What follows belongs to an exercise in optimizing a design on an open flow for small area; a production flow would make more cautious choices. Where RTL was checked, it was by simulation tests only, not by an equivalence proof against the original. Only the layout flow was run in runs 1 to 3 and 5; the RTL was not checked for function there. Power and IR drop assume default switching activity.

==> config.mk <==
export PLATFORM = sky130hd
export DESIGN_NAME = floating_point_adder
export DESIGN_NICKNAME = floating_point_adder
export VERILOG_FILES = /design/flow/design.v
export SDC_FILE = /design/flow/constraint.sdc
export NUM_CORES = 4
export LEC_CHECK = 0
export ABC_AREA = 1
export CAP_MARGIN = 0
export CORE_MARGIN = 2
export CORE_UTILIZATION = 50
export GPL_TIMING_DRIVEN = 0
export SLEW_MARGIN = 0
export SYNTH_HIERARCHICAL = 1
==> design.v <==
module fa_imux (input x0, x1, s, sn, output y);    
  assign y = ~((x0 | s) & (x1 | sn));
endmodule
module fa_nand2 (input a, b, output y);
  assign y = ~(a & b);
endmodule
module fa_nor2 (input a, b, output y);
  assign y = ~(a | b);
endmodule
module fa_xor2 (input a, b, output y);
  assign y = a ^ b;
endmodule
module fa_inv (input a, output y);
  assign y = ~a;
endmodule
module fa_andn (input a, b, output y);             
  assign y = a & ~b;
endmodule
module fa_xnor2 (input a, b, output y);
  assign y = ~(a ^ b);
endmodule
module fa_aoi21 (input a1, a2, b, output y);
  assign y = ~((a1 & a2) | b);
endmodule
module fa_oai21 (input a1, a2, b, output y);
  assign y = ~((a1 | a2) & b);
endmodule
module fa_ao21 (input a1, a2, b, output y);
  assign y = (a1 & a2) | b;
endmodule
module fa_aoi22 (input a1, a2, b1, b2, output y);
  assign y = ~((a1 & a2) | (b1 & b2));
endmodule
module fa_aoi222 (input a1, a2, b1, b2, c1, c2, output y);
  assign y = ~((a1 & a2) | (b1 & b2) | (c1 & c2));
endmodule
module fa_aoi221 (input a1, a2, b1, b2, c, output y);
  assign y = ~((a1 & a2) | (b1 & b2) | c);
endmodule
module fa_half (input a, b, output s, c);
  assign s = a ^ b;
  assign c = a & b;
endmodule
module fa_full (input a, b, ci, output s, co);
  assign s = a ^ b ^ ci;
  assign co = (a & b) | (ci & (a ^ b));
endmodule
module fa_exp1 (
  input [10:0] e1, e2,
  input s1, s2,
  output gt, gtn,
  output [4:0] s, sn,        
  output sela, selb,         
  output sl, sub, subn
);
  genvar i;
  wire [10:0] g, h;
  generate
    for (i = 0; i < 11; i = i + 1) begin : lf
      fa_andn ug (.a(e1[i]), .b(e2[i]), .y(g[i]));
      fa_xnor2 uh (.a(e1[i]), .b(e2[i]), .y(h[i]));
    end
  endgenerate
  wire gn10, hn10, gn32, hn32, gn54, hn54, gn76, hn76, gn98, hn98;
  fa_aoi21 t0 (.a1(h[1]), .a2(g[0]), .b(g[1]), .y(gn10));
  fa_nand2 t1 (.a(h[1]), .b(h[0]), .y(hn10));
  fa_aoi21 t2 (.a1(h[3]), .a2(g[2]), .b(g[3]), .y(gn32));
  fa_nand2 t3 (.a(h[3]), .b(h[2]), .y(hn32));
  fa_aoi21 t4 (.a1(h[5]), .a2(g[4]), .b(g[5]), .y(gn54));
  fa_nand2 t5 (.a(h[5]), .b(h[4]), .y(hn54));
  fa_aoi21 t6 (.a1(h[7]), .a2(g[6]), .b(g[7]), .y(gn76));
  fa_nand2 t7 (.a(h[7]), .b(h[6]), .y(hn76));
  fa_aoi21 t8 (.a1(h[9]), .a2(g[8]), .b(g[9]), .y(gn98));
  fa_nand2 t9 (.a(h[9]), .b(h[8]), .y(hn98));
  wire g30, h30, g74, h74, gn70, gn90, g90;
  fa_oai21 t10 (.a1(hn32), .a2(gn10), .b(gn32), .y(g30));
  fa_nor2 t11 (.a(hn32), .b(hn10), .y(h30));
  fa_oai21 t12 (.a1(hn76), .a2(gn54), .b(gn76), .y(g74));
  fa_nor2 t13 (.a(hn76), .b(hn54), .y(h74));
  fa_aoi21 t14 (.a1(h74), .a2(g30), .b(g74), .y(gn70));
  fa_oai21 t15 (.a1(hn98), .a2(gn70), .b(gn98), .y(g90));
  fa_ao21 t16 (.a1(h[10]), .a2(g90), .b(g[10]), .y(gt));
  fa_aoi21 t17 (.a1(h[10]), .a2(g90), .b(g[10]), .y(gtn));
  wire [10:0] c;
  assign c[1] = g[0];
  generate
    for (i = 1; i < 10; i = i + 1) begin : rc
      fa_ao21 u (.a1(h[i]), .a2(c[i]), .b(g[i]), .y(c[i + 1]));
    end
  endgenerate
  wire [10:0] dsum;
  assign dsum[0] = h[0];
  generate
    for (i = 1; i < 11; i = i + 1) begin : ds
      fa_xor2 u (.a(h[i]), .b(c[i]), .y(dsum[i]));
    end
    for (i = 0; i < 5; i = i + 1) begin : sel
      fa_xnor2 u (.a(dsum[i]), .b(gt), .y(s[i]));
      fa_inv v (.a(s[i]), .y(sn[i]));
    end
  endgenerate
  fa_exp1s us (.dsum(dsum[10:5]), .gt(gt), .sela(sela), .selb(selb));
  wire sln;
  fa_imux usl (.x0(s2), .x1(s1), .s(gt), .sn(gtn), .y(sln));
  fa_inv usl2 (.a(sln), .y(sl));
  fa_xor2 usb (.a(s1), .b(s2), .y(sub));
  fa_xnor2 usbn (.a(s1), .b(s2), .y(subn));
endmodule
module fa_exp1s (input [10:5] dsum, input gt, output sela, selb);
  wire d5 = dsum[5] ^ ~gt;
  wire sat = gt ? |dsum[10:6] : ~&dsum[10:6];
  assign sela = ~sat & ~d5;
  assign selb = ~sat & d5;
endmodule
module fa_ctl3 #(parameter NB = 5, parameter [6*8-1:0] LOS = {8'd53, 8'd43, 8'd33, 8'd22, 8'd11, 8'd0}) (
  input [52:0] u,
  input [NB-1:0] bc,
  input sub,
  output [NB-1:0] cin,
  output neg, hi, mid, lo, zero
);
  function integer LO;
    input integer j;
    LO = LOS[j * 8 +: 8];
  endfunction
  wire [NB-1:0] ones;
  wire [NB:0] k, c;
  genvar j;
  generate
    for (j = 0; j < NB; j = j + 1) begin : blk
      assign ones[j] = &u[LO(j + 1) - 1:LO(j)];
      assign k[j + 1] = bc[j] | (ones[j] & k[j]);
      assign c[j + 1] = bc[j] | (ones[j] & c[j]);
      assign cin[j] = c[j];
    end
  endgenerate
  assign k[0] = 1'b0;
  assign c[0] = sub & k[NB];
  assign neg = sub & k[NB];
  wire r53 = ~sub & ~k[NB];
  wire t52 = c[NB - 1] & (&u[51:LO(NB - 1)]);
  wire r52 = ~(u[52] ^ t52 ^ neg);
  assign hi = r53;
  assign mid = ~r53 & r52;
  assign lo = ~r53 & ~r52;
  assign zero = sub & (&ones) & ~(|bc);
endmodule
module fa_exp3 (
  input [10:0] eln,
  input sl, neg, hi, mid, lo, zero,
  output [11:0] o
);
  wire [10:0] el = ~eln;
  wire [10:0] ex = hi ? el + 11'd1 : mid ? el : el - 11'd1;
  assign o = {(sl ^ neg) & ~zero, ex & {11{~zero}}};
endmodule
module floating_point_adder (f_in1, f_in2, f_out, clk);
input [63:0] f_in1, f_in2;
output reg [63:0] f_out;
input clk;
genvar i, j;
localparam NB = 5;
localparam [6*8-1:0] LOS = {8'd53, 8'd43, 8'd33, 8'd22, 8'd11, 8'd0};
function integer LO;
  input integer j;
  LO = LOS[j * 8 +: 8];
endfunction
wire gt, gtn, sela, selb, sl, sub, subn;
wire [4:0] s, sn;
fa_exp1 ux (.e1(f_in1[62:52]), .e2(f_in2[62:52]), .s1(f_in1[63]), .s2(f_in2[63]),
            .gt(gt), .gtn(gtn), .s(s), .sn(sn), .sela(sela), .selb(selb),
            .sl(sl), .sub(sub), .subn(subn));
wire [10:0] eln;
generate
  for (i = 0; i < 11; i = i + 1) begin : emux
    fa_imux g (.x0(f_in2[52 + i]), .x1(f_in1[52 + i]), .s(gt), .sn(gtn), .y(eln[i]));
  end
endgenerate
wire [51:0] mln;
generate
  for (i = 0; i < 52; i = i + 1) begin : amux
    fa_imux g (.x0(f_in2[i]), .x1(f_in1[i]), .s(gt), .sn(gtn), .y(mln[i]));
  end
endgenerate
wire [52:0] y0;
assign y0[52] = gt;
fa_nor2 uy51 (.a(gt), .b(f_in1[51]), .y(y0[51]));
generate
  for (i = 0; i < 51; i = i + 1) begin : ymux
    fa_imux g (.x0(f_in1[i]), .x1(f_in2[i + 1]), .s(gt), .sn(gtn), .y(y0[i]));
  end
endgenerate
wire [52:0] y1, y2, y3, y4, y5;
generate
  for (i = 0; i < 53; i = i + 1) begin : shl
    if (i + 1 < 53) begin : a0
      fa_imux g (.x0(y0[i]), .x1(y0[i + 1]), .s(s[0]), .sn(sn[0]), .y(y1[i]));
    end else begin : b0
      fa_nor2 g (.a(s[0]), .b(y0[i]), .y(y1[i]));
    end
    if (i + 2 < 53) begin : a1
      fa_imux g (.x0(y1[i]), .x1(y1[i + 2]), .s(s[1]), .sn(sn[1]), .y(y2[i]));
    end else begin : b1
      fa_nand2 g (.a(sn[1]), .b(y1[i]), .y(y2[i]));
    end
    if (i + 4 < 53) begin : a2
      fa_imux g (.x0(y2[i]), .x1(y2[i + 4]), .s(s[2]), .sn(sn[2]), .y(y3[i]));
    end else begin : b2
      fa_nor2 g (.a(s[2]), .b(y2[i]), .y(y3[i]));
    end
    if (i + 8 < 53) begin : a3
      fa_imux g (.x0(y3[i]), .x1(y3[i + 8]), .s(s[3]), .sn(sn[3]), .y(y4[i]));
    end else begin : b3
      fa_nand2 g (.a(sn[3]), .b(y3[i]), .y(y4[i]));
    end
    if (i + 16 < 53) begin : a4
      fa_imux g (.x0(y4[i]), .x1(y4[i + 16]), .s(s[4]), .sn(sn[4]), .y(y5[i]));
    end else begin : b4
      fa_nor2 g (.a(s[4]), .b(y4[i]), .y(y5[i]));
    end
  end
endgenerate
wire [52:0] bsn;
generate
  for (i = 0; i < 53; i = i + 1) begin : sh5
    if (i + 32 < 53) begin : a
      fa_aoi22 g (.a1(y5[i]), .a2(sela), .b1(y5[i + 32]), .b2(selb), .y(bsn[i]));
    end else begin : b
      fa_nand2 g (.a(y5[i]), .b(sela), .y(bsn[i]));
    end
  end
endgenerate
reg [51:0] s1_mln;
reg [52:0] s1_bsn;
reg [10:0] s1_eln;
reg s1_sl, s1_sub, s1_subn;
always @(posedge clk) begin
  s1_mln <= mln;
  s1_bsn <= bsn;
  s1_eln <= eln;
  s1_sl <= sl;
  s1_sub <= sub;
  s1_subn <= subn;
end
wire [52:0] b;
generate
  for (i = 0; i < 53; i = i + 1) begin : bx
    if (i % 2 == 0) begin : e
      fa_xor2 g (.a(s1_bsn[i]), .b(s1_sub), .y(b[i]));
    end else begin : o
      fa_xnor2 g (.a(s1_bsn[i]), .b(s1_subn), .y(b[i]));
    end
  end
endgenerate
wire [52:0] a = {1'b0, s1_mln};
wire addc = ~s1_sub;
wire [52:0] u;
wire [53:0] cy;
wire [NB-1:0] bc;
generate
  for (j = 0; j < NB; j = j + 1) begin : blk
    for (i = LO(j); i < LO(j + 1); i = i + 1) begin : ad
      if (i == 0) begin : c
        fa_full g (.a(a[i]), .b(b[i]), .ci(addc), .s(u[i]), .co(cy[i + 1]));
      end else if (i == LO(j)) begin : h
        fa_half g (.a(a[i]), .b(b[i]), .s(u[i]), .c(cy[i + 1]));
      end else begin : f
        fa_full g (.a(a[i]), .b(b[i]), .ci(cy[i]), .s(u[i]), .co(cy[i + 1]));
      end
    end
    assign bc[j] = cy[LO(j + 1)];
  end
endgenerate
reg [52:0] s2_u;
reg [NB-1:0] s2_bc;
reg [10:0] s2_eln;
reg s2_sl, s2_sub;
always @(posedge clk) begin
  s2_u <= u;
  s2_bc <= bc;
  s2_eln <= s1_eln;
  s2_sl <= s1_sl;
  s2_sub <= s1_sub;
end
wire [NB-1:0] cin;
wire neg, hi, mid, lo, zero;
fa_ctl3 #(.NB(NB), .LOS(LOS)) uc (.u(s2_u), .bc(s2_bc), .sub(s2_sub), .cin(cin),
                                  .neg(neg), .hi(hi), .mid(mid), .lo(lo), .zero(zero));
wire [52:0] sm, rn;
wire [52:0] t;
generate
  for (j = 0; j < NB; j = j + 1) begin : inc
    assign t[LO(j)] = cin[j];
    for (i = LO(j); i < LO(j + 1); i = i + 1) begin : b
      if (i + 1 < LO(j + 1)) begin : h
        fa_half g (.a(s2_u[i]), .b(t[i]), .s(sm[i]), .c(t[i + 1]));
      end else begin : e
        fa_xor2 g (.a(s2_u[i]), .b(t[i]), .y(sm[i]));
      end
      fa_xor2 x (.a(sm[i]), .b(neg), .y(rn[i]));
    end
  end
endgenerate
wire [51:0] mant;
fa_aoi221 um0 (.a1(hi), .a2(rn[1]), .b1(mid), .b2(rn[0]), .c(lo), .y(mant[0]));
generate
  for (i = 1; i < 52; i = i + 1) begin : nrm
    fa_aoi222 g (.a1(hi), .a2(rn[i + 1]), .b1(mid), .b2(rn[i]), .c1(lo), .c2(rn[i - 1]),
                 .y(mant[i]));
  end
endgenerate
wire [11:0] se;
fa_exp3 ue (.eln(s2_eln), .sl(s2_sl), .neg(neg), .hi(hi), .mid(mid), .lo(lo), .zero(zero), .o(se));
always @(posedge clk)
  f_out <= {se, mant};
endmodule
==> flow/abc_area.script <==
strash
dc2
dch
amap
topo
stime -c
==> standard.sh <==
#!/bin/bash
# synth_recipe.tcl (not shown) runs the flow's synth.tcl, then flattens the netlist and writes it again
# the make line also repeats each setting of config.mk as NAME=value (left out here)
make -C /OpenROAD-flow-scripts/flow DESIGN_CONFIG=/design/flow/config.mk WORK_HOME=/design/flow/orfs CLKGATE_MAP_FILE= SYNTH_SCRIPT=/design/flow/synth_recipe.tcl "${@:-finish}"
==> constraint.sdc <==
create_clock -name core_clock -period 6.0 [get_ports {clk}]
set_input_delay 1.2000 -clock core_clock [delete_from_list [all_inputs] [get_ports {clk}]]
set_output_delay 1.2000 -clock core_clock [all_outputs]
set_load 0.01 [all_outputs]
==> flow/run.sh <==
#!/bin/bash
# The standard layout (standard.sh), with these changes to how it is made:
#  - every port still gets its own buffer, a small one (buf_1);
#  - optional extra make settings in flow/extra.args (one per line) are passed to make.
set -euo pipefail
cp -r "$FLOW_HOME/scripts" ./scripts_own
cp flow/abc_area.script scripts_own/abc_area.script
extra=()
if [[ -f flow/extra.args ]]; then
  while IFS= read -r line; do [[ -n "$line" ]] && extra+=("$line"); done < flow/extra.args
fi
bash standard.sh SCRIPTS_DIR="$PWD/scripts_own" \
  BUFFER_PORTS_ARGS="-buffer_cell sky130_fd_sc_hd__buf_1" "${extra[@]}" finish \
  > make_finish.log 2>&1
test -s out/final.def
==> flow/extra.args <==
CTS_ARGS=-sink_clustering_enable -repair_clock_nets -dont_use_dummy_load -buf_list sky130_fd_sc_hd__clkbuf_4 -sink_clustering_size 10 -sink_clustering_max_diameter 40
DONT_USE_CELLS=sky130_fd_sc_hd__probe_p_8 sky130_fd_sc_hd__probec_p_8 sky130_fd_sc_hd__lpflow_bleeder_1 sky130_fd_sc_hd__lpflow_clkbufkapwr_1 sky130_fd_sc_hd__lpflow_clkbufkapwr_16 sky130_fd_sc_hd__lpflow_clkbufkapwr_2 sky130_fd_sc_hd__lpflow_clkbufkapwr_4 sky130_fd_sc_hd__lpflow_clkbufkapwr_8 sky130_fd_sc_hd__lpflow_clkinvkapwr_1 sky130_fd_sc_hd__lpflow_clkinvkapwr_16 sky130_fd_sc_hd__lpflow_clkinvkapwr_2 sky130_fd_sc_hd__lpflow_clkinvkapwr_4 sky130_fd_sc_hd__lpflow_clkinvkapwr_8 sky130_fd_sc_hd__lpflow_decapkapwr_12 sky130_fd_sc_hd__lpflow_decapkapwr_3 sky130_fd_sc_hd__lpflow_decapkapwr_4 sky130_fd_sc_hd__lpflow_decapkapwr_6 sky130_fd_sc_hd__lpflow_decapkapwr_8 sky130_fd_sc_hd__lpflow_inputiso0n_1 sky130_fd_sc_hd__lpflow_inputiso0p_1 sky130_fd_sc_hd__lpflow_inputiso1n_1 sky130_fd_sc_hd__lpflow_inputiso1p_1 sky130_fd_sc_hd__lpflow_inputisolatch_1 sky130_fd_sc_hd__lpflow_isobufsrc_1 sky130_fd_sc_hd__lpflow_isobufsrc_16 sky130_fd_sc_hd__lpflow_isobufsrc_2 sky130_fd_sc_hd__lpflow_isobufsrc_4 sky130_fd_sc_hd__lpflow_isobufsrc_8 sky130_fd_sc_hd__lpflow_isobufsrckapwr_16 sky130_fd_sc_hd__lpflow_lsbuf_lh_hl_isowell_tap_1 sky130_fd_sc_hd__lpflow_lsbuf_lh_hl_isowell_tap_2 sky130_fd_sc_hd__lpflow_lsbuf_lh_hl_isowell_tap_4 sky130_fd_sc_hd__lpflow_lsbuf_lh_isowell_4 sky130_fd_sc_hd__lpflow_lsbuf_lh_isowell_tap_1 sky130_fd_sc_hd__lpflow_lsbuf_lh_isowell_tap_2 sky130_fd_sc_hd__lpflow_lsbuf_lh_isowell_tap_4 sky130_fd_sc_hd__buf_6 sky130_fd_sc_hd__buf_8 sky130_fd_sc_hd__buf_12 sky130_fd_sc_hd__buf_16 sky130_fd_sc_hd__bufbuf_8 sky130_fd_sc_hd__bufbuf_16 sky130_fd_sc_hd__bufinv_8 sky130_fd_sc_hd__bufinv_16 sky130_fd_sc_hd__clkbuf_16 sky130_fd_sc_hd__inv_6 sky130_fd_sc_hd__inv_8 sky130_fd_sc_hd__inv_12 sky130_fd_sc_hd__inv_16 sky130_fd_sc_hd__clkinv_8 sky130_fd_sc_hd__clkinv_16
==> qor.csv, run 1 <==
metric,value,unit
crit start category,flip-flop,
die width,158.9,um
average cell area after synthesis,9.209,sq um
Post-DP Area,0.01335,sq mm
Area contributors post-synth,"dfxtp_1, o22ai_1, fa_1",
Wirelength per Cell,19.65,um
Mapped Nets,1534,
layout cells sized above 1,0.05362,
family with the most delay on the worst path,adder cells,
"Arr. time, crit path",6220,ps
Slew @ Worst Pin,1326,ps
CTS hold repair buffers,0,
grt ovf,0,
clock latency (worst-skew pair),650,ps
status,no timing/DRC/antenna violations,
clock root buffer,clkbuf_4,
Sink Count,254,
crit-path max FO,52,
peak supply drop,0.1675,mV
CP bufs+invs,0,
GR Util met1,0.3948,
vias in the first global route,10550,
first-pass GRT wire length,56660,um
Placed Cells incl. Taps,1827,
Max Root-Sink Buffers,3,
post-synth top area share,0.4241,
Max Clock Skew,71.07,ps
Num CTS Buffers,38,
reg2reg setup slack,320,ps
reg2reg start,s1_subn$_DFF_P_,
RR Endpoint,s2_u[21]$_DFF_P_,
via count,11570,
hold depth,0,
H-Tree Depth,2,
Total GRT Usage,0.2825,
most used routing layer,met2,
"FF+latch count, synth",254,
TritonRoute pass-1 iters,8,
sequential-to-total area share from yosys stat,0.4241,
area of the core,0.02347,sq mm
I/O pins,193,
Synth cell types,31,
final non-filler cell total,1869,
worst reg-to-reg path cell count,12,
met2 Track Usage GR,0.4446,
initial antenna violation count,1,
Worst slew margin,0.1161,
"commonest non-fill, non-tap cell in the layout",o22ai_1,
post-synth top area cell,dfxtp_1,
Clock transition at path regs,100,ps
largest net degree at the start of global routing,66,
Final Hold Fails,0,
design area,0.01367,sq mm
CP max stage delay,950,ps
RSZ-0062 raised after global routing,no,
yosys warns,7,
nets@finish,1782,
worst min-delay path class,reg -> reg,
cells after synthesis,1302,
die height,158.9,um
fin crit period,5683,ps
synthesized cell area,0.01199,sq mm
initial core utilization,0.5108,
hold path start,s1_eln[8]$_DFF_P_,
Critical Path RT,6540,ps
setup TNS,0,ps
Layout Utilization,0.5823,
GR Layer Usage met3,0.05120,
Max Cap Violations,0,
Pwr Total,5.352,mW
fmax,0.1760,GHz
CTS tree,yes,
max-slew violations,0,
post-DP HPWL,27200,um
PortBufs,192,
ANT nets after route,0,
Final Setup Violations,0,
Static Leak,5.037,nW
GP Congestion,0.9205,
cell mode on critical path,fa_1,
CP Class,reg -> reg,
PwrDens,391.6,mW/mm^2
residual DRC count,0,
Tcrit/Tclk final,0.9471,
Worst path slowest cell,dfxtp_2,
initial DRC count,1392,
row cnt,56,
"commonest cells after routing, fill and taps aside","o22ai_1, dfxtp_1, buf_1",
cell-by-cell trace of the critical path,o21ai_0 > ha_1 > fa_1 > fa_1 > fa_1 > fa_1 > fa_1 > fa_1 > fa_1 > fa_1 > fa_1 > fa_1,
final wirelength,36730,um
hold endpoint,s2_eln[8]$_DFF_P_,
die area,0.02523,sq mm
area grow syn2layout,13.99,%
drt via density,6.190,
element type at the critical path end,flip-flop,
cell families (layout without fill, tap and decap cells):
kind of cell,after synthesis,in the layout,share of synthesized area
compound gates,612,614,0.3231
other cells,1,3,0.0003128
fa+ha+maj,103,103,0.1382
buf+inv,31,275,0.01002
simple gates,301,301,0.1043
flops,254,254,0.4241
modules after synthesis (local to each module, per instance), a selection:
module                flops+latches  area, sq um  copies in the design
fa_half                           0        12.51                    52
fa_xor2                           0        8.758                    96
fa_full                           0        20.02                    49
fa_aoi222                         0        10.01                    51
fa_aoi221                         0        8.758                     1
fa_aoi22                          0        7.507                    21
fa_imux                           0        6.256                   349
fa_exp3                           0        359.1                     1
floating_point_adder            254         5092                     1
fa_nand2                          0        3.754                    46
metal layers:
metal	up-vias	part of all wire
met5	-	0
met4	0	0.032
met3	86	0.079
met2	481	0.45
met1	5267	0.44
li1	5736	-
worst max-delay path by stage:
stage	startpoint	endpoint	depth (start not counted)
after global routing	s1_subn$_DFF_P_	s2_u[21]$_DFF_P_	12
after CTS	f_in2[57]	s1_bsn[2]$_DFF_P_	13
after floorplan	s2_u[28]$_DFF_P_	f_out[59]$_DFF_P_	26
after global placement	f_in2[55]	s1_bsn[2]$_DFF_P_	14
final	s1_subn$_DFF_P_	s2_u[21]$_DFF_P_	12
after detailed placement	f_in2[55]	s1_bsn[3]$_DFF_P_	14
through the flow:
stage          hold slack [ps]  setup slack, ps
2_1_floorplan            309.6           -241.7
6_report                 328.8            317.2
3_3_place_gp             311.9            -2293
4_1_cts                  326.2            44.23
3_5_place_dp             312.1           -975.9
5_1_grt                  325.1            47.21
registers in the layout, summed over array words and instances (netlist names):
register and cells:
s1_subn 1, f_out 64, s1_bsn 53, s2_u 53, s2_sub 1, s2_eln 11
s2_sl 1, s1_eln 11, s1_sub 1, s2_bc 5, s1_sl 1, s1_mln 52
cells in the mapped netlist:
master,count
o21ai_0,53
buf_4,1
or3_1,2
o32ai_1,1
o41ai_1,1
nand3b_1,1
o22ai_1,351
nor2b_1,14
a22oi_1,21
or2_0,4
a21o_1,10
nand3_1,7
a222oi_1,51
nand4b_1,1
or4_1,3
a221oi_1,1
conb_1,1
nor2_1,151
or4b_1,1
nand2_1,98
a31oi_1,4
dfxtp_1,254
o31ai_1,1
nor4_1,1
a21oi_1,110
nor3_1,9
nand4_1,9
ha_1,54
clkinv_1,30
a211oi_1,8
fa_1,49
power breakdown:
part	internal [mW]	switching (mW)	total, mW	leakage [nW]
combinational	0.795	1.40	2.20	2.74
clock	0.291	0.538	0.829	0.175
sequential	2.11	0.215	2.32	2.12
timing repair:
item / in CTS / in global routing
setup endpoints to repair: 40 / 39
gates cloned: 1 / 1
hold endpoints to repair: 0 / 0
resized for setup: 2 / 2
buffers inserted: 0 / 0
final cells by class:
type,instances,area (sq um)
Tap cell,319,399.1
Multi-Input combinational cell,1019,6924
Timing Repair Buffer,206,825.8
Inverter,30,125.1
Buffer,1,7.507
Sequential cell,254,5096
Antenna cell,2,5.005
Fill cell,2205,9804
Clock buffer,38,285.3
==> run 2: changes to the inputs <==
--- a/config.mk
+++ b/config.mk
@@ -10,5 +10,6 @@
 export CORE_MARGIN = 2
 export CORE_UTILIZATION = 50
 export GPL_TIMING_DRIVEN = 0
+export PLACE_DENSITY = 0.75
 export SLEW_MARGIN = 0
 export SYNTH_HIERARCHICAL = 1
==> run 2 against run 1 <==
  * Via count up 1.8%
  * Register-to-register slack better by 150 ps
  * Core utilization rose by 0.11 points
  * Largest power group unchanged
  * Routed wire length increased by 3.0%
  * Final area grew 0.18%
  * Fmax is 0.71% lower
  * Still clean on timing, DRC and antenna
  * Clock skew rose by 15 ps
  * Setup slack worse by 41 ps
  * Final cell count up 0.11%
==> qor.csv, run 2 <==
metric,value,unit
residual DRC count,0,
fin crit period,5723,ps
Gate power share,0.412,
die height,158.9,um
PortBufs,192,
element type at the critical path end,flip-flop,
"count leader, synth",o22ai_1,
RSZ-0062 raised after global routing,no,
CTS tree,yes,
"Arr. time, crit path",6140,ps
CP bufs+invs,3,
initial core utilization,0.5108,
fmax,0.1747,GHz
Max Clock Skew,85.63,ps
Worst slew margin,0.2407,
"commonest cells after routing, fill and taps aside","o22ai_1, dfxtp_1, buf_1",
Mapped Nets,1534,
"commonest non-fill, non-tap cell in the layout",o22ai_1,
Critical Path RT,6410,ps
Wirelength per Cell,20.23,um
Area contributors post-synth,"dfxtp_1, o22ai_1, fa_1",
"top cells by count, synth","o22ai_1, dfxtp_1, nor2_1",
H-Tree Depth,2,
layout cells sized above 1,0.05545,
crit-path max FO,49,
setup repair bufs after CTS,0,
grt ovf,0,
Sink Count,254,
Hold WS,312.0,ps
Slew @ Worst Pin,1130,ps
area of the core,0.02347,sq mm
first-pass GRT wire length,58170,um
cell-by-cell trace of the critical path,buf_1 > o21ai_0 > nand2_1 > o21ai_0 > a21oi_1 > o21ai_1 > a21o_4 > nand2_1 > o21ai_4 > buf_4 > clkinv_2 > o22ai_1 > o22ai_1 > o22ai_1 > a22oi_1,
Largest regs,"f_out (64), s1_bsn (53), s2_u (53)",
"FF+latch count, synth",254,
sequential power share,0.430,
"EDFF count, synth",0,
TritonRoute pass-1 iters,8,
"Primary FF master, synth",dfxtp_1,
Synth cell types,31,
worst min-delay path class,reg -> reg,
flip-flop count of the largest register after layout,64,
crit start category,primary input,
sw power,2.177,mW
clock root buffer,clkbuf_4,
average cell area after synthesis,9.209,sq um
vias in the first global route,10820,
yosys warns,7,
final wirelength,37850,um
row cnt,56,
ys async rst share,0,
post-synth top area cell,dfxtp_1,
Clock power frac,0.158,
post-synth top area share,0.4241,
Net Sw Frac,0.4045,
initial antenna violation count,3,
max-slew violations,0,
Max Cap Violations,0,
Biggest register,f_out,
ANT nets after route,0,
die area,0.02523,sq mm
Total GRT Usage,0.2887,
sequential-to-total area share from yosys stat,0.4241,
Final Setup Violations,0,
via count,11780,
CP max stage delay,600,ps
CP Class,in -> reg,
GP Congestion,0.9309,
Tcrit/Tclk final,0.9539,
drt via density,6.297,
I/O pins,193,
Max Root-Sink Buffers,3,
status,no timing/DRC/antenna violations,
peak supply drop,0.1546,mV
cell mode on critical path,o22ai_1,
area grow syn2layout,14.20,%
cells after synthesis,1302,
Worst path slowest cell,clkinv_2,
clock latency (worst-skew pair),660,ps
synthesized cell area,0.01199,sq mm
internal power,3.204,mW
PwrDens,393.0,mW/mm^2
nets@finish,1785,
largest net degree at the start of global routing,66,
die width,158.9,um
initial DRC count,1543,
Placed Cells incl. Taps,1827,
post-DP HPWL,28060,um
family with the most delay on the worst path,compound AO/OA/AOI/OAI gates,
Final Hold Fails,0,
Static Leak,5.053,nW
Clock transition at path regs,90,ps
final non-filler cell total,1871,
Num CTS Buffers,40,
[run 2: changes by cell type in the layout (fill, tap and decap cells not counted)]
cell,delta
clkbuf_4,+2
clkbuf_8,+1
clkinv_2,+1
clkinv_4,-1
diode_2,-1
inv_2,-1
inv_4,+1
o21ai_0,-1
o21ai_1,+1
[run 2: power by group through the flow]
stage	sequential (mW)	combinational [mW]	clock, mW
finish	2.31	2.22	0.851
global route	2.36	2.43	0.947
CTS	2.31	2.15	0.871
detailed placement	2.35	2.13	0
global placement	2.35	2.09	0
floorplan	2.41	1.36	0
[run 2: through the flow]
step	cell area [sq um]	TNS, ps	util	worst slack, ps	total power [mW]
after global routing	13690	0	0.5834	75.09	5.735
after floorplan	12050	-1222	-	-241.7	3.764
after global placement	13170	-229650	0.5609	-2412	4.439
final	13690	0	0.5834	276.5	5.381
after CTS	13660	0	0.5820	147.9	5.339
after detailed placement	13350	-55410	0.5688	-1353	4.483
[run 2: path summary, 6_finish.rpt]
kind | endpoint | slack [ps] | start | cells past startpoint
worst min-delay path | s2_eln[9]$_DFF_P_ | 310 | s1_eln[9]$_DFF_P_ | 0
worst max-delay path | s1_bsn[0]$_DFF_P_ | 280 | f_in2[55] | 15
worst min register to register | s2_eln[9]$_DFF_P_ | 310 | s1_eln[9]$_DFF_P_ | 0
worst max register to register | s2_u[10]$_DFF_P_ | 470 | s1_subn$_DFF_P_ | 11
[run 2: cells by family after synthesis]
logic type | count (synthesis) | share of synthesized area
simple gates | 301 | 0.1043
fa+ha+maj | 103 | 0.1382
other cells | 1 | 0.0003128
buf+inv | 31 | 0.01002
flops | 254 | 0.4241
compound gates | 612 | 0.3231
[run 2: modules after synthesis (local to each module, per instance), excerpt]
module | flip-flops and latches | area [sq um]
fa_half | 0 | 12.51
fa_full | 0 | 20.02
fa_nand2 | 0 | 3.754
fa_oai21 | 0 | 5.005
fa_ao21 | 0 | 7.507
fa_aoi221 | 0 | 8.758
fa_exp1s | 0 | 51.30
fa_imux | 0 | 6.256
fa_aoi21 | 0 | 5.005
floating_point_adder | 254 | 5092
fa_andn | 0 | 6.256
[run 2: metal layers]
metal | GRT usage | up-vias | part of all wire
met1 | 0.4102 | 5412 | 0.44
met2 | 0.4557 | 569 | 0.45
met5 | 0 | - | 0
met3 | 0.03997 | 69 | 0.082
met4 | 0.09421 | 0 | 0.028
li1 | - | 5731 | -
[run 2: cell type report]
type                    count  area (sq um)
fillers                  2159          9779
multi-input cells        1019          6924
flip-flops and latches    254          5096
repair buffers            207         839.6
well taps                 319         399.1
clock buffers              40         300.3
inverters                  30         123.9
plain buffers               1         7.507
diodes                      1         2.502
[run 2: repair_timing]
action                                  CTS  global route
endpoints found under the setup margin   49            44
hold buffers                              0             0
cloned                                    1             1
resized for setup                         3             3
==> run 3: changes to the inputs <==
==> flow/extra.args (replaced) <==
CTS_ARGS=-sink_clustering_enable -repair_clock_nets -dont_use_dummy_load -buf_list sky130_fd_sc_hd__clkbuf_4 -sink_clustering_size 13 -sink_clustering_max_diameter 45
DONT_USE_CELLS=sky130_fd_sc_hd__probe_p_8 sky130_fd_sc_hd__probec_p_8 sky130_fd_sc_hd__lpflow_bleeder_1 sky130_fd_sc_hd__lpflow_clkbufkapwr_1 sky130_fd_sc_hd__lpflow_clkbufkapwr_16 sky130_fd_sc_hd__lpflow_clkbufkapwr_2 sky130_fd_sc_hd__lpflow_clkbufkapwr_4 sky130_fd_sc_hd__lpflow_clkbufkapwr_8 sky130_fd_sc_hd__lpflow_clkinvkapwr_1 sky130_fd_sc_hd__lpflow_clkinvkapwr_16 sky130_fd_sc_hd__lpflow_clkinvkapwr_2 sky130_fd_sc_hd__lpflow_clkinvkapwr_4 sky130_fd_sc_hd__lpflow_clkinvkapwr_8 sky130_fd_sc_hd__lpflow_decapkapwr_12 sky130_fd_sc_hd__lpflow_decapkapwr_3 sky130_fd_sc_hd__lpflow_decapkapwr_4 sky130_fd_sc_hd__lpflow_decapkapwr_6 sky130_fd_sc_hd__lpflow_decapkapwr_8 sky130_fd_sc_hd__lpflow_inputiso0n_1 sky130_fd_sc_hd__lpflow_inputiso0p_1 sky130_fd_sc_hd__lpflow_inputiso1n_1 sky130_fd_sc_hd__lpflow_inputiso1p_1 sky130_fd_sc_hd__lpflow_inputisolatch_1 sky130_fd_sc_hd__lpflow_isobufsrc_1 sky130_fd_sc_hd__lpflow_isobufsrc_16 sky130_fd_sc_hd__lpflow_isobufsrc_2 sky130_fd_sc_hd__lpflow_isobufsrc_4 sky130_fd_sc_hd__lpflow_isobufsrc_8 sky130_fd_sc_hd__lpflow_isobufsrckapwr_16 sky130_fd_sc_hd__lpflow_lsbuf_lh_hl_isowell_tap_1 sky130_fd_sc_hd__lpflow_lsbuf_lh_hl_isowell_tap_2 sky130_fd_sc_hd__lpflow_lsbuf_lh_hl_isowell_tap_4 sky130_fd_sc_hd__lpflow_lsbuf_lh_isowell_4 sky130_fd_sc_hd__lpflow_lsbuf_lh_isowell_tap_1 sky130_fd_sc_hd__lpflow_lsbuf_lh_isowell_tap_2 sky130_fd_sc_hd__lpflow_lsbuf_lh_isowell_tap_4 sky130_fd_sc_hd__buf_6 sky130_fd_sc_hd__buf_8 sky130_fd_sc_hd__buf_12 sky130_fd_sc_hd__buf_16 sky130_fd_sc_hd__bufbuf_8 sky130_fd_sc_hd__bufbuf_16 sky130_fd_sc_hd__bufinv_8 sky130_fd_sc_hd__bufinv_16 sky130_fd_sc_hd__clkbuf_16 sky130_fd_sc_hd__inv_6 sky130_fd_sc_hd__inv_8 sky130_fd_sc_hd__inv_12 sky130_fd_sc_hd__inv_16 sky130_fd_sc_hd__clkinv_8 sky130_fd_sc_hd__clkinv_16
--- a/config.mk
+++ b/config.mk
@@ -10,6 +10,5 @@
 export CORE_MARGIN = 2
 export CORE_UTILIZATION = 50
 export GPL_TIMING_DRIVEN = 0
-export PLACE_DENSITY = 0.75
 export SLEW_MARGIN = 0
 export SYNTH_HIERARCHICAL = 1
==> run 3 against run 2 <==
  * Final cell count shrank 0.64%
  * Total power shrank 2.2%
  * Core utilization shrank 0.42 points
  * Clock skew grew 0.96 ps
  * Final area shrank 0.72%
  * Sequential power is essentially flat
  * Die area is the same
  * Largest power group unchanged
==> qor.csv, run 3 <==
metric,value,unit
fmax,0.1766,GHz
flip-flop count of the largest register after layout,64,
element type at the critical path end,flip-flop,
RR Endpoint,s2_u[21]$_DFF_P_,
largest net degree at the start of global routing,66,
FILL cells,2205,
row cnt,56,
residual DRC count,0,
initial core utilization,0.5108,
crit start category,flip-flop,
"count leader, synth",o22ai_1,
CP max stage delay,940,ps
Total GRT Usage,0.2805,
TritonRoute pass-1 iters,8,
Synth cell types,31,
die area,0.02523,sq mm
Wirelength per Cell,19.63,um
max-slew violations,0,
I/O pins,193,
die width,158.9,um
synthesized cell area,0.01199,sq mm
"Primary FF master, synth",dfxtp_1,
final non-filler cell total,1859,
setup ws final,338.7,ps
area of the core,0.02347,sq mm
nets@finish,1773,
status,no timing/DRC/antenna violations,
ys async rst share,0,
ANT nets after route,0,
Static Leak,4.994,nW
post-synth top area cell,dfxtp_1,
layout cells sized above 1,0.04808,
cell-by-cell trace of the critical path,o21ai_0 > ha_1 > fa_1 > fa_1 > fa_1 > fa_1 > fa_1 > fa_1 > fa_1 > fa_1 > fa_1 > fa_1,
hold depth,0,
PwrDens,387.1,mW/mm^2
Num CTS Buffers,30,
top layer in use,met4,
die height,158.9,um
met1 WL,16460,um
"top cells by count, synth","o22ai_1, dfxtp_1, nor2_1",
Placed Cells incl. Taps,1827,
clock latency (worst-skew pair),730,ps
CTS tree,yes,
hold endpoint,s2_eln[10]$_DFF_P_,
Max Cap Violations,0,
fin crit period,5661,ps
drt via density,6.201,
RSZ-0062 raised after global routing,no,
average cell area after synthesis,9.209,sq um
Largest regs,"f_out (64), s1_bsn (53), s2_u (53)",
"Arr. time, crit path",6280,ps
Worst slew margin,0.1208,
Max Root-Sink Buffers,3,
clock root buffer,clkbuf_4,
reg2reg start,s1_subn$_DFF_P_,
cell mode on critical path,fa_1,
Sink Count,254,
met3 routed WL,2693,um
crit-path max FO,52,
PortBufs,192,
yosys warns,7,
grt ovf,0,
H-Tree Depth,1,
worst reg-to-reg path cell count,12,
initial DRC count,1383,
reg2reg setup slack,340,ps
"commonest cells after routing, fill and taps aside","o22ai_1, dfxtp_1, buf_1",
cells after synthesis,1302,
"EDFF count, synth",0,
Slew @ Worst Pin,1319,ps
area grow syn2layout,13.38,%
Met2 Routed Length,16100,um
post-DP HPWL,27200,um
Biggest register,f_out,
pre-CTS worst setup slack,-975.9,ps
via count,11530,
CP Class,reg -> reg,
Tcrit/Tclk final,0.9435,
Area contributors post-synth,"dfxtp_1, o22ai_1, fa_1",
peak supply drop,0.1686,mV
Worst path slowest cell,dfxtp_2,
Critical Path RT,6620,ps
sequential-to-total area share from yosys stat,0.4241,
Max Clock Skew,86.58,ps
initial antenna violation count,1,
Final Setup Violations,0,
post-synth top area share,0.4241,
Final Hold Fails,0,
GP Congestion,0.9205,
hold path start,s1_eln[10]$_DFF_P_,
vias in the first global route,10500,
Clock transition at path regs,120,ps
"commonest non-fill, non-tap cell in the layout",o22ai_1,
Mapped Nets,1534,
"FF+latch count, synth",254,
first-pass GRT wire length,56580,um
final wirelength,36490,um
worst min-delay path class,reg -> reg,
[run 3: cells by family after synthesis]
logic type,synth area share
AOI/OAI and AO/OA,0.3231
adders and majority gates,0.1382
buffers and inverters,0.01002
DFF,0.4241
other,0.0003128
and+or+nand+nor,0.1043
[run 3: worst max-delay path by stage]
stage / slack (ps) / to / startpoint / depth (start not counted)
CTS: 40 / s1_bsn[2]$_DFF_P_ / f_in2[57] / 16
global route: 30 / s1_bsn[14]$_DFF_P_ / f_in2[57] / 16
floorplan: -240 / f_out[59]$_DFF_P_ / s2_u[28]$_DFF_P_ / 26
detailed placement: -980 / s1_bsn[3]$_DFF_P_ / f_in2[55] / 14
global placement: -2290 / s1_bsn[2]$_DFF_P_ / f_in2[55] / 14
finish: 340 / s2_u[21]$_DFF_P_ / s1_subn$_DFF_P_ / 12
[run 3: worst max-delay path: cells and delay by family (launching register included)]
kind	cells	cell delay, ps
DFF	1	940
adders and majority gates	11	4390
AOI/OAI and AO/OA	1	220
[run 3: metal layers]
metal / vias up / global-route usage
li1: 5702 / -
met1: 5252 / 0.3941
met2: 491 / 0.4430
met3: 82 / 0.05042
met4: 0 / 0.08306
met5: - / 0
[run 3: cell type report]
cell class	count	area, sq um	area share
Buffer	1	7.507	0.0005522
Inverter	30	122.6	0.009020
Multi-Input combinational cell	1018	6915	0.5087
Tap cell	319	399.1	0.02936
Clock buffer	30	225.2	0.01657
Antenna cell	1	2.502	0.0001841
Sequential cell	254	5096	0.3749
Timing Repair Buffer	206	825.8	0.06075
[run 3: stage by stage]
step | power [mW] | instance area (sq um) | hold WS (ps) | TNS (ps) | utilization
5_1_grt | 5.639 | 13590 | 289.6 | 0 | 0.5792
3_3_place_gp | 4.469 | 13170 | 311.9 | -217850 | 0.5609
6_report | 5.263 | 13590 | 321.2 | 0 | 0.5792
3_5_place_dp | 4.493 | 13350 | 312.1 | -37250 | 0.5687
2_1_floorplan | 3.764 | 12050 | 309.6 | -1222 | -
4_1_cts | 5.246 | 13580 | 293.6 | 0 | 0.5787
[run 3: what timing repair did]
action	CTS	global route
gates resized for setup	1	3
hold buffers	0	0
setup endpoints to repair	20	50
buffers inserted	0	0
gates cloned	1	0
[run 3: power by group]
group          internal (mW)  switching (mW)  total [mW]
Sequential              2.11           0.216        2.32
Clock                  0.228           0.516       0.744
Combinational          0.795            1.40        2.19
Total                   3.13            2.13        5.26
[run 3: modules after synthesis, one instance, submodules excluded, excerpt]
module / flip-flops and latches / cell area, sq um / cells
fa_exp3: 0 / 359.1 / 69
fa_full: 0 / 20.02 / 1
fa_aoi222: 0 / 10.01 / 1
fa_aoi221: 0 / 8.758 / 1
fa_xor2: 0 / 8.758 / 2
fa_ao21: 0 / 7.507 / 1
fa_aoi22: 0 / 7.507 / 1
fa_oai21: 0 / 5.005 / 1
fa_aoi21: 0 / 5.005 / 1
fa_nand2: 0 / 3.754 / 1
fa_nor2: 0 / 3.754 / 1
==> run 4: changes to the inputs <==
--- a/design.v
+++ b/design.v
@@ -112,7 +112,7 @@
   assign sela = ~sat & ~d5;
   assign selb = ~sat & d5;
 endmodule
-module fa_ctl3 #(parameter NB = 5, parameter [6*8-1:0] LOS = {8'd53, 8'd43, 8'd33, 8'd22, 8'd11, 8'd0}) (
+module fa_ctl3 #(parameter NB = 5, parameter [6*8-1:0] LOS = 0) (
   input [52:0] u,
   input [NB-1:0] bc,
   input sub,
==> flow/extra.args (replaced) <==
CTS_ARGS=-sink_clustering_enable -repair_clock_nets -dont_use_dummy_load -buf_list sky130_fd_sc_hd__clkbuf_4 -sink_clustering_size 10 -sink_clustering_max_diameter 40
DONT_USE_CELLS=sky130_fd_sc_hd__probe_p_8 sky130_fd_sc_hd__probec_p_8 sky130_fd_sc_hd__lpflow_bleeder_1 sky130_fd_sc_hd__lpflow_clkbufkapwr_1 sky130_fd_sc_hd__lpflow_clkbufkapwr_16 sky130_fd_sc_hd__lpflow_clkbufkapwr_2 sky130_fd_sc_hd__lpflow_clkbufkapwr_4 sky130_fd_sc_hd__lpflow_clkbufkapwr_8 sky130_fd_sc_hd__lpflow_clkinvkapwr_1 sky130_fd_sc_hd__lpflow_clkinvkapwr_16 sky130_fd_sc_hd__lpflow_clkinvkapwr_2 sky130_fd_sc_hd__lpflow_clkinvkapwr_4 sky130_fd_sc_hd__lpflow_clkinvkapwr_8 sky130_fd_sc_hd__lpflow_decapkapwr_12 sky130_fd_sc_hd__lpflow_decapkapwr_3 sky130_fd_sc_hd__lpflow_decapkapwr_4 sky130_fd_sc_hd__lpflow_decapkapwr_6 sky130_fd_sc_hd__lpflow_decapkapwr_8 sky130_fd_sc_hd__lpflow_inputiso0n_1 sky130_fd_sc_hd__lpflow_inputiso0p_1 sky130_fd_sc_hd__lpflow_inputiso1n_1 sky130_fd_sc_hd__lpflow_inputiso1p_1 sky130_fd_sc_hd__lpflow_inputisolatch_1 sky130_fd_sc_hd__lpflow_isobufsrc_1 sky130_fd_sc_hd__lpflow_isobufsrc_16 sky130_fd_sc_hd__lpflow_isobufsrc_2 sky130_fd_sc_hd__lpflow_isobufsrc_4 sky130_fd_sc_hd__lpflow_isobufsrc_8 sky130_fd_sc_hd__lpflow_isobufsrckapwr_16 sky130_fd_sc_hd__lpflow_lsbuf_lh_hl_isowell_tap_1 sky130_fd_sc_hd__lpflow_lsbuf_lh_hl_isowell_tap_2 sky130_fd_sc_hd__lpflow_lsbuf_lh_hl_isowell_tap_4 sky130_fd_sc_hd__lpflow_lsbuf_lh_isowell_4 sky130_fd_sc_hd__lpflow_lsbuf_lh_isowell_tap_1 sky130_fd_sc_hd__lpflow_lsbuf_lh_isowell_tap_2 sky130_fd_sc_hd__lpflow_lsbuf_lh_isowell_tap_4 sky130_fd_sc_hd__buf_6 sky130_fd_sc_hd__buf_8 sky130_fd_sc_hd__buf_12 sky130_fd_sc_hd__buf_16 sky130_fd_sc_hd__bufbuf_8 sky130_fd_sc_hd__bufbuf_16 sky130_fd_sc_hd__bufinv_8 sky130_fd_sc_hd__bufinv_16 sky130_fd_sc_hd__clkbuf_16 sky130_fd_sc_hd__inv_6 sky130_fd_sc_hd__inv_8 sky130_fd_sc_hd__inv_12 sky130_fd_sc_hd__inv_16 sky130_fd_sc_hd__clkinv_8 sky130_fd_sc_hd__clkinv_16
--- a/config.mk
+++ b/config.mk
@@ -8,7 +8,7 @@
 export ABC_AREA = 1
 export CAP_MARGIN = 0
 export CORE_MARGIN = 2
-export CORE_UTILIZATION = 50
+export CORE_UTILIZATION = 40
 export GPL_TIMING_DRIVEN = 0
 export SLEW_MARGIN = 0
 export SYNTH_HIERARCHICAL = 1
==> run 4 against run 3 <==
  * Routed wire length increased by 7.8%
  * Synthesized cell count unchanged
  * Still clean on timing, DRC and antenna
  * Worst hold slack worse by 67 ps
  * Setup slack lost 110 ps
  * Clock power up 15%
  * Critical path type unchanged
  * Area after synthesis is the same
  * Clock skew is 7.0 ps higher
==> qor.csv, run 4 <==
metric,value,unit
die height,177.1,um
"count leader, synth",o22ai_1,
final wirelength,39330,um
Placed Cells incl. Taps,1899,
row cnt,63,
nets@finish,1785,
layout cells sized above 1,0.05609,
initial antenna violation count,5,
grt ovf,0,
Area contributors post-synth,"dfxtp_1, o22ai_1, fa_1",
setup TNS,0,ps
Final Hold Fails,0,
CP max stage delay,920,ps
"FF+latch count, synth",254,
FILL cells,3006,
Wirelength per Cell,20.22,um
die width,177.1,um
Crit path depth,12,
post-synth top area cell,dfxtp_1,
status,no timing/DRC/antenna violations,
Static Leak,5.051,nW
hold depth,0,
residual DRC count,0,
"Primary FF master, synth",dfxtp_1,
CTS tree,yes,
Biggest register,f_out,
"top cells by count, synth","o22ai_1, dfxtp_1, nor2_1",
CTS hold repair buffers,0,
area of the core,0.02956,sq mm
worst min-delay path class,reg -> reg,
Max Clock Skew,93.54,ps
flip-flop count of the largest register after layout,64,
I/O pins,193,
vias in the first global route,10670,
Clock transition at path regs,100,ps
Sink Count,254,
synthesized cell area,0.01199,sq mm
final non-filler cell total,1945,
Post-DP Area,0.01345,sq mm
crit-path max FO,52,
family with the most delay on the worst path,adder cells,
initial core utilization,0.4056,
Critical Path RT,6530,ps
Synth cell types,31,
ANT nets after route,0,
Num CTS Buffers,40,
GP Congestion,0.9396,
cells after synthesis,1302,
fmax,0.1733,GHz
initial DRC count,1246,
Max Cap Violations,0,
via count,11730,
H-Tree Depth,2,
die area,0.03138,sq mm
Max Root-Sink Buffers,3,
CP Class,reg -> reg,
design area,0.01379,sq mm
Final Setup Violations,0,
cell-by-cell trace of the critical path,o21ai_0 > ha_1 > fa_1 > fa_1 > fa_1 > fa_1 > fa_1 > fa_1 > fa_1 > fa_1 > fa_1 > fa_1,
cell mode on critical path,fa_1,
average cell area after synthesis,9.209,sq um
Total GRT Usage,0.2454,
PwrDens,392.0,mW/mm^2
peak supply drop,0.1243,mV
Tcrit/Tclk final,0.9619,
"commonest cells after routing, fill and taps aside","o22ai_1, dfxtp_1, buf_1",
crit start category,flip-flop,
fin crit period,5771,ps
Mapped Nets,1534,
CP bufs+invs,0,
ys async rst share,0,
Pwr Total,5.406,mW
PortBufs,192,
drt via density,6.032,
Worst slew margin,0.1059,
area grow syn2layout,15.00,%
worst reg-to-reg path cell count,12,
"EDFF count, synth",0,
first-pass GRT wire length,59640,um
sequential-to-total area share from yosys stat,0.4241,
post-DP HPWL,29320,um
post-synth top area share,0.4241,
clock root buffer,clkbuf_4,
Worst path slowest cell,dfxtp_2,
RSZ-0062 raised after global routing,no,
Largest regs,"f_out (64), s1_bsn (53), s2_u (53)",
Slew @ Worst Pin,1341,ps
largest net degree at the start of global routing,66,
Hold WS,254.7,ps
"commonest non-fill, non-tap cell in the layout",o22ai_1,
max-slew violations,0,
"Arr. time, crit path",6310,ps
element type at the critical path end,flip-flop,
yosys warns,7,
TritonRoute pass-1 iters,9,
clock latency (worst-skew pair),670,ps
run 4: cell counts after synthesis:
No cell type changed its count.
run 4: path summary, 6_finish.rpt:
path / start / end / slack [ps]
min reg2reg: s1_eln[8]$_DFF_P_ / s2_eln[8]$_DFF_P_ / 250
min: s1_eln[8]$_DFF_P_ / s2_eln[8]$_DFF_P_ / 250
max: s1_subn$_DFF_P_ / s2_u[21]$_DFF_P_ / 230
max reg2reg: s1_subn$_DFF_P_ / s2_u[21]$_DFF_P_ / 230
run 4: per-module statistics from Yosys (local to each module, per instance), a selection:
module    flip-flops and latches  cell area [sq um]
fa_exp1s                       0              51.30
fa_xor2                        0              8.758
fa_aoi22                       0              7.507
fa_andn                        0              6.256
fa_aoi21                       0              5.005
fa_oai21                       0              5.005
fa_inv                         0              3.754
fa_nor2                        0              3.754
run 4: layer usage:
layer,wire length (um),vias up,GRT usage,share of wire
li1,-,5735,-,-
met1,17990,5427,0.3541,0.46
met2,17460,497,0.3792,0.44
met3,2886,73,0.03329,0.073
met4,993,0,0.07782,0.025
met5,0,-,0,0
run 4: timing repair:
item | 4_1_cts | 5_1_grt
cloned | 2 | 0
resized for setup | 2 | 3
setup buffers | 0 | 0
endpoints found under the setup margin | 47 | 35
run 4: logic make-up (layout without fill, tap and decap cells):
kind of cell,after synthesis,count (layout),share of synthesized area
compound gates,612,614,0.3231
simple gates,301,301,0.1043
flops,254,254,0.4241
fa+ha+maj,103,103,0.1382
buf+inv,31,278,0.01002
other cells,1,5,0.0003128
run 4: layout make-up:
type	instances	area, sq um	area share
well taps	390	488.0	0.03539
clock buffers	40	300.3	0.02178
diodes	4	10.01	0.0007260
repair buffers	207	833.3	0.06044
inverters	30	123.9	0.008984
flip-flops and latches	254	5096	0.3696
plain buffers	1	7.507	0.0005445
multi-input cells	1019	6929	0.5025
run 4: power by group:
group | internal [mW] | leakage, nW | total [mW] | switching [mW]
clock network | 0.306 | 0.184 | 0.853 | 0.547
logic | 0.794 | 2.74 | 2.23 | 1.44
registers | 2.11 | 2.12 | 2.32 | 0.214
run 4: per-stage QoR:
stage	util	worst slack (ps)
floorplan	-	-241.7
global placement	0.4484	-2514
detailed placement	0.4549	-1062
CTS	0.4657	166.3
global route	0.4664	28.22
finish	0.4665	228.7
==> run 5: changes to the inputs <==
--- a/design.v
+++ b/design.v
@@ -51,7 +51,7 @@
   output gt, gtn,
   output [4:0] s, sn,        
   output sela, selb,         
-  output sl, sub, subn
+  output sl, sub
 );
   genvar i;
   wire [10:0] g, h;
@@ -104,7 +104,6 @@
   fa_imux usl (.x0(s2), .x1(s1), .s(gt), .sn(gtn), .y(sln));
   fa_inv usl2 (.a(sln), .y(sl));
   fa_xor2 usb (.a(s1), .b(s2), .y(sub));
-  fa_xnor2 usbn (.a(s1), .b(s2), .y(subn));
 endmodule
 module fa_exp1s (input [10:5] dsum, input gt, output sela, selb);
   wire d5 = dsum[5] ^ ~gt;
@@ -112,7 +111,7 @@
   assign sela = ~sat & ~d5;
   assign selb = ~sat & d5;
 endmodule
-module fa_ctl3 #(parameter NB = 5, parameter [6*8-1:0] LOS = 0) (
+module fa_ctl3 #(parameter NB = 5, parameter [6*8-1:0] LOS = {8'd53, 8'd43, 8'd33, 8'd22, 8'd11, 8'd0}) (
   input [52:0] u,
   input [NB-1:0] bc,
   input sub,
@@ -165,11 +164,11 @@
   input integer j;
   LO = LOS[j * 8 +: 8];
 endfunction
-wire gt, gtn, sela, selb, sl, sub, subn;
+wire gt, gtn, sela, selb, sl, sub;
 wire [4:0] s, sn;
 fa_exp1 ux (.e1(f_in1[62:52]), .e2(f_in2[62:52]), .s1(f_in1[63]), .s2(f_in2[63]),
             .gt(gt), .gtn(gtn), .s(s), .sn(sn), .sela(sela), .selb(selb),
-            .sl(sl), .sub(sub), .subn(subn));
+            .sl(sl), .sub(sub));
 wire [10:0] eln;
 generate
   for (i = 0; i < 11; i = i + 1) begin : emux
@@ -233,23 +232,18 @@
 reg [51:0] s1_mln;
 reg [52:0] s1_bsn;
 reg [10:0] s1_eln;
-reg s1_sl, s1_sub, s1_subn;
+reg s1_sl, s1_sub;
 always @(posedge clk) begin
   s1_mln <= mln;
   s1_bsn <= bsn;
   s1_eln <= eln;
   s1_sl <= sl;
   s1_sub <= sub;
-  s1_subn <= subn;
 end
 wire [52:0] b;
 generate
   for (i = 0; i < 53; i = i + 1) begin : bx
-    if (i % 2 == 0) begin : e
-      fa_xor2 g (.a(s1_bsn[i]), .b(s1_sub), .y(b[i]));
-    end else begin : o
-      fa_xnor2 g (.a(s1_bsn[i]), .b(s1_subn), .y(b[i]));
-    end
+    fa_xor2 g (.a(s1_bsn[i]), .b(s1_sub), .y(b[i]));
   end
 endgenerate
 wire [52:0] a = {1'b0, s1_mln};
@@ -264,6 +258,8 @@
         fa_full g (.a(a[i]), .b(b[i]), .ci(addc), .s(u[i]), .co(cy[i + 1]));
       end else if (i == LO(j)) begin : h
         fa_half g (.a(a[i]), .b(b[i]), .s(u[i]), .c(cy[i + 1]));
+      end else if (i == 52) begin : t       
+        fa_half g (.a(b[i]), .b(cy[i]), .s(u[i]), .c(cy[i + 1]));
       end else begin : f
         fa_full g (.a(a[i]), .b(b[i]), .ci(cy[i]), .s(u[i]), .co(cy[i + 1]));
       end
==> flow/extra.args (replaced) <==
CTS_ARGS=-sink_clustering_enable -repair_clock_nets -dont_use_dummy_load -buf_list sky130_fd_sc_hd__clkbuf_4 -sink_clustering_size 11 -sink_clustering_max_diameter 42
DONT_USE_CELLS=sky130_fd_sc_hd__probe_p_8 sky130_fd_sc_hd__probec_p_8 sky130_fd_sc_hd__lpflow_bleeder_1 sky130_fd_sc_hd__lpflow_clkbufkapwr_1 sky130_fd_sc_hd__lpflow_clkbufkapwr_16 sky130_fd_sc_hd__lpflow_clkbufkapwr_2 sky130_fd_sc_hd__lpflow_clkbufkapwr_4 sky130_fd_sc_hd__lpflow_clkbufkapwr_8 sky130_fd_sc_hd__lpflow_clkinvkapwr_1 sky130_fd_sc_hd__lpflow_clkinvkapwr_16 sky130_fd_sc_hd__lpflow_clkinvkapwr_2 sky130_fd_sc_hd__lpflow_clkinvkapwr_4 sky130_fd_sc_hd__lpflow_clkinvkapwr_8 sky130_fd_sc_hd__lpflow_decapkapwr_12 sky130_fd_sc_hd__lpflow_decapkapwr_3 sky130_fd_sc_hd__lpflow_decapkapwr_4 sky130_fd_sc_hd__lpflow_decapkapwr_6 sky130_fd_sc_hd__lpflow_decapkapwr_8 sky130_fd_sc_hd__lpflow_inputiso0n_1 sky130_fd_sc_hd__lpflow_inputiso0p_1 sky130_fd_sc_hd__lpflow_inputiso1n_1 sky130_fd_sc_hd__lpflow_inputiso1p_1 sky130_fd_sc_hd__lpflow_inputisolatch_1 sky130_fd_sc_hd__lpflow_isobufsrc_1 sky130_fd_sc_hd__lpflow_isobufsrc_16 sky130_fd_sc_hd__lpflow_isobufsrc_2 sky130_fd_sc_hd__lpflow_isobufsrc_4 sky130_fd_sc_hd__lpflow_isobufsrc_8 sky130_fd_sc_hd__lpflow_isobufsrckapwr_16 sky130_fd_sc_hd__lpflow_lsbuf_lh_hl_isowell_tap_1 sky130_fd_sc_hd__lpflow_lsbuf_lh_hl_isowell_tap_2 sky130_fd_sc_hd__lpflow_lsbuf_lh_hl_isowell_tap_4 sky130_fd_sc_hd__lpflow_lsbuf_lh_isowell_4 sky130_fd_sc_hd__lpflow_lsbuf_lh_isowell_tap_1 sky130_fd_sc_hd__lpflow_lsbuf_lh_isowell_tap_2 sky130_fd_sc_hd__lpflow_lsbuf_lh_isowell_tap_4 sky130_fd_sc_hd__buf_6 sky130_fd_sc_hd__buf_8 sky130_fd_sc_hd__buf_12 sky130_fd_sc_hd__buf_16 sky130_fd_sc_hd__bufbuf_8 sky130_fd_sc_hd__bufbuf_16 sky130_fd_sc_hd__bufinv_8 sky130_fd_sc_hd__bufinv_16 sky130_fd_sc_hd__clkbuf_16 sky130_fd_sc_hd__inv_6 sky130_fd_sc_hd__inv_8 sky130_fd_sc_hd__inv_12 sky130_fd_sc_hd__inv_16 sky130_fd_sc_hd__clkinv_8 sky130_fd_sc_hd__clkinv_16
--- a/config.mk
+++ b/config.mk
@@ -8,7 +8,7 @@
 export ABC_AREA = 1
 export CAP_MARGIN = 0
 export CORE_MARGIN = 2
-export CORE_UTILIZATION = 40
+export CORE_UTILIZATION = 50
 export GPL_TIMING_DRIVEN = 0
 export SLEW_MARGIN = 0
 export SYNTH_HIERARCHICAL = 1
==> run 5 against run 4 <==
  * Sequential share of layout area increased by 0.27 points
  * Area after synthesis decreased by 0.33%
  * Clock power decreased by 5.0%
  * Register-to-register slack improved by 60 ps
  * Synthesized cell count decreased by 0.31%
  * Clock skew increased by 19 ps
  * Critical path type unchanged
  * Largest cell class unchanged
  * Highest routed layer unchanged
==> qor.csv, run 5 <==
metric,value,unit
Multi-input gate area,0.006910,sq mm
Largest regs,"f_out (64), s1_bsn (53), s2_u (53)",
final wirelength,36570,um
Tcrit/Tclk final,0.9517,
hold depth,0,
Placed Cells incl. Taps,1823,
PwrDens,383.6,mW/mm^2
worst reg-to-reg path cell count,13,
H-Tree Depth,2,
"commonest non-fill, non-tap cell in the layout",o22ai_1,
PortBufs,192,
crit-path max FO,79,
synthesized cell area,0.01195,sq mm
clock root buffer,clkbuf_4,
crit start category,flip-flop,
post-synth top area share,0.4238,
Slew @ Worst Pin,1317,ps
Synth cell types,30,
Max Cap Violations,0,
I/O pins,193,
die height,158.6,um
Final Setup Violations,0,
clock latency (worst-skew pair),660,ps
area grow syn2layout,14.11,%
layout cells sized above 1,0.05311,
reg2reg setup slack,290,ps
initial antenna violation count,4,
RSZ-0062 raised after global routing,no,
drt via density,6.221,
Area contributors post-synth,"dfxtp_1, o22ai_1, fa_1",
yosys warns,7,
Max Clock Skew,112.2,ps
post-synth top area cell,dfxtp_1,
vias in the first global route,10360,
"Primary FF master, synth",dfxtp_1,
CP Class,reg -> reg,
Biggest register,f_out,
Final Hold Fails,0,
hold path start,s1_eln[10]$_DFF_P_,
area of the core,0.02347,sq mm
worst min-delay path class,reg -> reg,
fin crit period,5710,ps
via count,11630,
row cnt,56,
average cell area after synthesis,9.207,sq um
flip-flop count of the largest register after layout,64,
"commonest cells after routing, fill and taps aside","o22ai_1, dfxtp_1, buf_1",
Num CTS Buffers,37,
nets@finish,1778,
hold endpoint,s2_eln[10]$_DFF_P_,
status,no timing/DRC/antenna violations,
Critical Path RT,6530,ps
setup ws final,289.9,ps
final non-filler cell total,1869,
RR Endpoint,s2_u[32]$_DFF_P_,
Worst slew margin,0.1221,
sequential-to-total area share from yosys stat,0.4238,
FILL cells,2213,
fmax,0.1751,GHz
setup repair bufs after CTS,0,
reg2reg start,s1_sub$_DFF_P_,
ys async rst share,0,
Max Root-Sink Buffers,3,
Wirelength per Cell,19.57,um
first-pass GRT wire length,54970,um
Layout Utilization,0.5810,
CTS hold repair buffers,0,
Reg area,0.005077,sq mm
"FF+latch count, synth",253,
residual DRC count,0,
Mapped Nets,1530,
die width,158.6,um
"top cells by count, synth","o22ai_1, dfxtp_1, nor2_1",
Sink Count,253,
max-slew violations,0,
Static Leak,4.999,nW
initial DRC count,1465,
initial core utilization,0.5091,
grt ovf,0,
element type at the critical path end,flip-flop,
"EDFF count, synth",0,
GP Congestion,0.9913,
ANT nets after route,0,
post-DP HPWL,27000,um
Clock transition at path regs,100,ps
cells after synthesis,1298,
CTS tree,yes,
largest net degree at the start of global routing,80,
TritonRoute pass-1 iters,6,
die area,0.02515,sq mm
Total GRT Usage,0.2842,
peak supply drop,0.1970,mV
pre-CTS worst setup slack,-1226,ps
"Arr. time, crit path",6240,ps
"count leader, synth",o22ai_1,
[run 5: logic make-up after synthesis]
| kind of cell | Yosys count | synth area share |
|---|---|---|
| adders and majority gates | 103 | 0.1380 |
| DFF | 253 | 0.4238 |
| buffers and inverters | 31 | 0.01005 |
| and+or+nand+nor | 300 | 0.1044 |
| AOI/OAI and AO/OA | 611 | 0.3237 |
[run 5: what timing repair did]
item | CTS | global route
endpoints found under the setup margin | 49 | 49
gates cloned | 1 | 2
gates resized for setup | 2 | 4
pin swaps | 0 | 1
[run 5: worst max path at each step]
| stage | start | endpoint | slack (ps) | cells after the start |
|---|---|---|---|---|
| 5_1_grt | s1_sub$_DFF_P_ | s2_u[32]$_DFF_P_ | 50 | 13 |
| 3_3_place_gp | f_in2[55] | s1_bsn[0]$_DFF_P_ | -2270 | 14 |
| 3_5_place_dp | f_in2[55] | s1_bsn[0]$_DFF_P_ | -1230 | 15 |
| 2_1_floorplan | s2_u[28]$_DFF_P_ | f_out[61]$_DFF_P_ | -260 | 26 |
| 4_1_cts | f_in2[53] | s1_bsn[0]$_DFF_P_ | 110 | 16 |
| 6_report | s1_sub$_DFF_P_ | s2_u[32]$_DFF_P_ | 290 | 13 |
[run 5: modules after synthesis (local to each module, per instance), a selection]
module	copies in the design	flops+latches	cells inside
fa_andn	11	0	1
fa_aoi21	7	0	1
fa_aoi221	1	0	1
fa_exp1s	1	0	11
fa_full	48	0	1
fa_half	53	0	1
fa_imux	349	0	1
fa_inv	6	0	1
fa_nand2	46	0	1
fa_xnor2	16	0	2
fa_xor2	122	0	2
[run 5: per-stage QoR]
step	setup TNS [ps]	total power, mW	hold slack (ps)	cell area [sq um]
floorplan	-1245	3.682	309.6	12010
global placement	-222130	4.356	313.0	13130
detailed placement	-50870	4.385	312.8	13310
CTS	0	5.197	335.9	13600
global route	0	5.616	341.2	13630
finish	0	5.231	337.5	13640
[run 5: area by class of cell]
class | instances | area share
antenna | 6 | 0.001101
buffer | 1 | 0.0005505
clock buffer | 37 | 0.02037
inverter | 30 | 0.009083
multi-input combinational | 1017 | 0.5067
sequential | 253 | 0.3723
tap | 319 | 0.02927
timing repair buffer | 206 | 0.06056
[run 5: layer usage]
layer  global-route usage  routed length, um  part of all wire  vias to the layer above
li1                     -                  -                 -                     5721
met1               0.3983              15980              0.44                     5330
met2               0.4531              16750              0.46                      493
met3              0.04545               2781             0.076                       83
met4              0.08408               1064             0.029                        0
met5                    0                  0                 0                        -
[run 5: worst max-delay path: stages, from the launching register on]
cell and delay, ps:
dfxtp_4 560, buf_4 640, a21oi_1 150, ha_1 230, fa_1 370, fa_1 410
fa_1 390, fa_1 380, fa_1 380, fa_1 380, fa_1 390, fa_1 400
fa_1 400, fa_1 470
[run 5: where the power goes]
part           switching (mW)  internal, mW
registers               0.211          2.09
clock network           0.526         0.284
logic                    1.35         0.764

## what the ideal ports hide
Ports are ideal in the flow. The routed layouts listed here were re-timed in OpenROAD. Step 1 assumes that a clkbuf_16 drives the clock port and a buf_2 every other input. Step 2 adds t to the input delays and takes it off the output delays; t is the mean of the earliest and latest rising clock arrival at the registers after step 1. Input paths then give back, and output paths get back, about the clock's delay inside the block. Slacks: no drivers / after step 1 / after step 2; pairs: no drivers / after step 1.
run | t (ns) | setup slack, ns | clock arrival spread, ns
run 1 | 0.663 | 0.317 / 0.317 / -0.284 | 0.073 / 0.072
run 2 | 0.656 | 0.277 / 0.298 / -0.358 | 0.085 / 0.086
run 3 | 0.740 | 0.339 / 0.339 / -0.358 | 0.092 / 0.092
run 4 | 0.667 | 0.229 / 0.229 / -0.257 | 0.094 / 0.094
run 5 | 0.659 | 0.290 / 0.290 / -0.146 | 0.127 / 0.126
With both steps, setup timing fails in every run listed, where it was met with ideal ports. For run 3, which loses most, drivers alone change the setup slack by 0.000 ns; drivers and shift together by -0.697 ns.
